Context: an optimization exercise on an open-source flow, tuned for a short achievable clock period and few clock cycles. The choices shown serve that exercise and are no tape-out recipe. Function was checked by simulation only, so behaviour that the tests miss may differ from the original. Power figures rest on the tool's default switching activity, not on a simulated workload.

Setup of main:
==> flow/design.v (excerpt) <==
module cpu(
    input            clk,
    input            rst,
    input            prog_we,
    input      [3:0] prog_addr,
    input      [7:0] prog_data,
    output reg [7:0] output_register,
    output reg       out_valid
);
make LEC_CHECK=0 ABC_CLOCK_PERIOD_IN_PS=1500 CAP_MARGIN=30 CORE_MARGIN=2 CORE_UTILIZATION=30 SETUP_SLACK_MARGIN=4 SLEW_MARGIN=30 finish   # period 6.0 ns
run.sh (not shown) runs the stock make flow with config.mk's settings and CLKGATE_MAP_FILE= SYNTH_SCRIPT=/design/flow/synth_recipe.tcl, a recipe that flattens the netlist after the stock synthesis.
main completed end to end with timing, DRC and antenna clean.
Testbench counts of main, summed over its fixed seeds: cycles 10,569.
#### Input delta (the feature branch over main)
--- a/flow/design.v
+++ b/flow/design.v
@@ -90,14 +90,22 @@
 reg  [16*K+15:0] pcoh;   
 reg [K-1:0]    r_v;
 reg [8*K-1:0]  r_ins;
 reg [16*K-1:0] r_sel;   
 reg [16*K-1:0] r_pos;   
 reg [16*K-1:0] r_neg;   
-reg [K-1:0]    r_sta;   
+reg [K-1:0]    r_stau;  
+wire [K-1:0]   r_sta = r_v & r_stau;   
 reg [15:0]     r_stm;   
+integer        mj;
+always @(*) begin
+    r_stm = 16'd0;
+    for (mj = 0; mj < K; mj = mj + 1)
+        if (r_sta[mj])
+            r_stm = r_stm | r_sel[16*mj +: 16];
+end
 reg [K-1:0]    e_v;
 reg [16*K-1:0] e_st;    
 reg [15:0]     e_stm;   
 reg [K-1:0]    e_out;   
 reg [K:1]      e_keep;  
 reg [8*K+7:0]  e_s, e_c;
@@ -303,32 +311,28 @@
             r_pos[16*pj +: 16] <= (mem[8*pj+4 +: 4] == LDA || mem[8*pj+4 +: 4] == ADD) ? wsel0[16*pj +: 16] : 16'd0;
             r_neg[16*pj +: 16] <= (mem[8*pj+4 +: 4] == SUB) ? wsel0[16*pj +: 16] : 16'd0;
         end
         if (pre_hit) begin
             pcoh  <= pcoh0;
             r_v   <= {K{1'b0}};
-            r_sta <= {K{1'b0}};
-            r_stm <= 16'd0;
         end else begin
             for (pj = 0; pj <= K; pj = pj + 1)
                 pcoh[16*pj +: 16] <= {npc_oh0, npc_oh0} >> (16 - pj);
             r_v   <= fv0;
-            for (pj = 0; pj < K; pj = pj + 1)
-                r_sta[pj] <= fv0[pj] && mem[8*pj+4 +: 4] == STA;
-            r_stm <= stm0;
         end
+        for (pj = 0; pj < K; pj = pj + 1)
+            r_stau[pj] <= mem[8*pj+4 +: 4] == STA;
     end else begin
         r_ins <= w;
         r_sel <= wsel;
         for (pj = 0; pj < K; pj = pj + 1) begin
             r_pos[16*pj +: 16] <= (w[8*pj+4 +: 4] == LDA || w[8*pj+4 +: 4] == ADD) ? wsel[16*pj +: 16] : 16'd0;
             r_neg[16*pj +: 16] <= (w[8*pj+4 +: 4] == SUB) ? wsel[16*pj +: 16] : 16'd0;
         end
         for (pj = 0; pj <= K; pj = pj + 1)
             pcoh[16*pj +: 16] <= {npc_oh, npc_oh} >> (16 - pj);
         r_v   <= fv;
         for (pj = 0; pj < K; pj = pj + 1)
-            r_sta[pj] <= fv[pj] && w[8*pj+4 +: 4] == STA;
-        r_stm <= stm;
+            r_stau[pj] <= w[8*pj+4 +: 4] == STA;
     end
 end
 endmodule
### Flow results
Commonest non-fill, non-tap cell in the layout = mux2i_1: main; commonest non-fill, non-tap cell in the layout = buf_4: the feature branch. Diff main -> the feature branch | final-layout clock buffer total | increase of 2.1%. The feature branch gives less worst-case hold slack than main did. Going from main to the feature branch, final cell count now sits lower, power now sits lower, utilization now sits higher, via count now sits lower, worst ir drop on vdd now sits lower. Going from main to the feature branch, gate count after technology mapping shrank by a few percent.
Testbench counts of the feature branch, summed over its fixed seeds: cycles 10,569.

--- another note on this design; it stands on its own ---

== try-raven ==
==> flow/design.v (excerpt) <==
module cpu(
    input            clk,
    input            rst,
    input            prog_we,
    input      [3:0] prog_addr,
    input      [7:0] prog_data,
    output reg [7:0] output_register,
    output reg       out_valid
);
Size in the first run: about 4500 cells after synthesis, ~540 flip-flops, roughly 24 I/O pins, about 39000 um2 of cells after synthesis.
clock: 6.0 ns
lec_check: 0
abc_clock_period_in_ps: 1500
cap_margin: 30
core_margin: 2
core_utilization: 25
setup_slack_margin: 4
slew_margin: 30
run.sh (not shown) runs the stock make flow with config.mk's settings and CLKGATE_MAP_FILE= SYNTH_SCRIPT=/design/flow/synth_recipe.tcl, a recipe that flattens the netlist after the stock synthesis.
try-raven: PASS, flow complete, no timing, DRC or antenna violations
Testbench counts of try-raven, summed over its fixed seeds: cycles 10,569.
Input-level comparison between try-indigo and try-raven:
Settings: CORE_UTILIZATION: 25 -> 35; SETUP_SLACK_MARGIN: 4 -> 2.6.
try-indigo vs try-raven, class of the most critical setup path: input port to register vs register to register. Reported for try-raven and try-indigo, number of port buffers turned out identical to the last digit. The run with more setup slack is try-raven; try-indigo has less. Taking try-raven as the reference, in try-indigo sequential share of layout area now larger; clock skew shows a reduction of 12 ps. Total die area on try-indigo is ahead of try-raven.
Edits applied to the flow inputs when going from try-indigo to try-lagoon:
Settings: changing CORE_UTILIZATION from 35 to 30; changing SETUP_SLACK_MARGIN from 2.6 to 4; changing ABC_CLOCK_PERIOD_IN_PS from 1500 to 1000.
[summary]
On final-layout fill cell count: between try-lagoon and try-indigo, it ends up lower for try-indigo. When try-lagoon is measured against try-indigo, its setup slack of the critical path after layout turns out 250 ps higher. Total inserted antenna cells (higher): try-indigo. Minimum setup slack among reg-to-reg paths (lower): try-indigo. Total power delta for try-lagoon relative to try-indigo: 21% higher. Final design instance area without fill of try-lagoon exceeds that of try-indigo by more than 10%. Of try-lagoon and try-indigo, the run reporting the lower full die area was try-indigo. Compared with try-indigo, try-lagoon shows a higher post-cts resize count. try-lagoon closes out successfully: all stages finished, all timing, DRC and antenna checks passed. Both conditions hold for try-indigo: the flow ran to the end and the final layout passed the timing, design-rule and antenna checks.
Edits applied to the flow inputs when going from try-lagoon to try-fjord:
Settings: swapping 4 for 5 in SETUP_SLACK_MARGIN; swapping 1000 for 1500 in ABC_CLOCK_PERIOD_IN_PS.
==> comparison <==
try-fjord never completed; the flow aborted with a tool error in global routing (5_1_grt).
Per the comparison of try-fjord with try-lagoon, area after synthesis flat; minimum setup slack after placement down 430 ps; number of buffers added by the clock tree synthesis step down 8; count of clock tree sinks flat.
From try-fjord to try-lagoon, row count did not move at all.
Reported for try-lagoon and try-fjord, synthesized-area fraction occupied by adder cells turned out identical to the last digit.
Re number of setup buffers added after CTS: try-lagoon was higher than try-fjord.
try-fjord vs. try-lagoon: deepest level of the CTS H-tree went down by 1.
[compare] base=try-lagoon new=try-fjord: total cell area at the placement stage decreased by 0.35% relative to the old numbers; HPWL reported at the end of detailed placement decreased by about 13% relative to the old numbers.
try-fjord against try-lagoon; instance count after placement with tap cells included is down slightly.
The inputs of try-garnet differ from those of try-fjord as listed below.
Settings: changing CORE_UTILIZATION from 30 to 22; changing SETUP_SLACK_MARGIN from 5 to 4.4.
==> results.txt <==
try-garnet: it failed during global routing (5_1_grt), and the tool reported GRT-0232. Sort try-garnet and try-fjord by TritonCTS buffer count desc -> top: try-garnet. Diff try-fjord..try-garnet | flop and latch count out of synthesis | unchanged. Looking at weighted congestion reported at the end of routability-driven placement, try-garnet sits about 6.5% higher than try-fjord does. As far as number of nets in the synthesized netlist goes, try-fjord and try-garnet are indistinguishable; the numbers are identical. Diff try-garnet..try-fjord | post-synthesis share of cell area spent on xor and xnor gates | unchanged. Site row count delta for try-garnet relative to try-fjord: 22 higher. Vertical extent of the die (try-garnet / try-fjord): 1.17. Per the comparison of try-garnet with try-fjord, count of placed standard cells including taps went up, initial standard-cell utilization of the core went down.

static timing again, ports no longer ideal:
In the flow no input, the clock included, has a driving cell. The finished layouts below were timed again as built, in two steps.
Step 1 assumes that a clkbuf_16 drives the clock port and a buf_2 every other input.
Step 2 adds t to the input delays and takes it off the output delays; t is the mean of the earliest and latest rising clock arrival at the registers after step 1. Input paths then give back, and output paths get back, about the clock's delay inside the block.
a / b / c = no drivers / after step 1 / after step 2; a / b = the first two.
| run | t (ns) | setup WS [ns] | hold WS [ns] |
|---|---|---|---|
| main | 0.778 | 2.222 / 2.222 / 2.222 | 0.476 / 0.476 / 0.476 |
| the feature branch | 0.758 | 2.393 / 2.393 / 2.206 | 0.443 / 0.443 / 0.443 |
| try-raven | 0.772 | 2.322 / 2.322 / 2.322 | 0.440 / 0.440 / 0.440 |
| try-indigo | 0.742 | 2.139 / 2.142 / 1.424 | 0.451 / 0.451 / 0.451 |
| try-lagoon | 0.758 | 2.393 / 2.393 / 2.206 | 0.443 / 0.443 / 0.443 |
After both steps setup and hold are still met in every run listed. For try-indigo, which loses most, drivers alone change the setup slack by +0.003 ns; drivers and shift together by -0.715 ns.
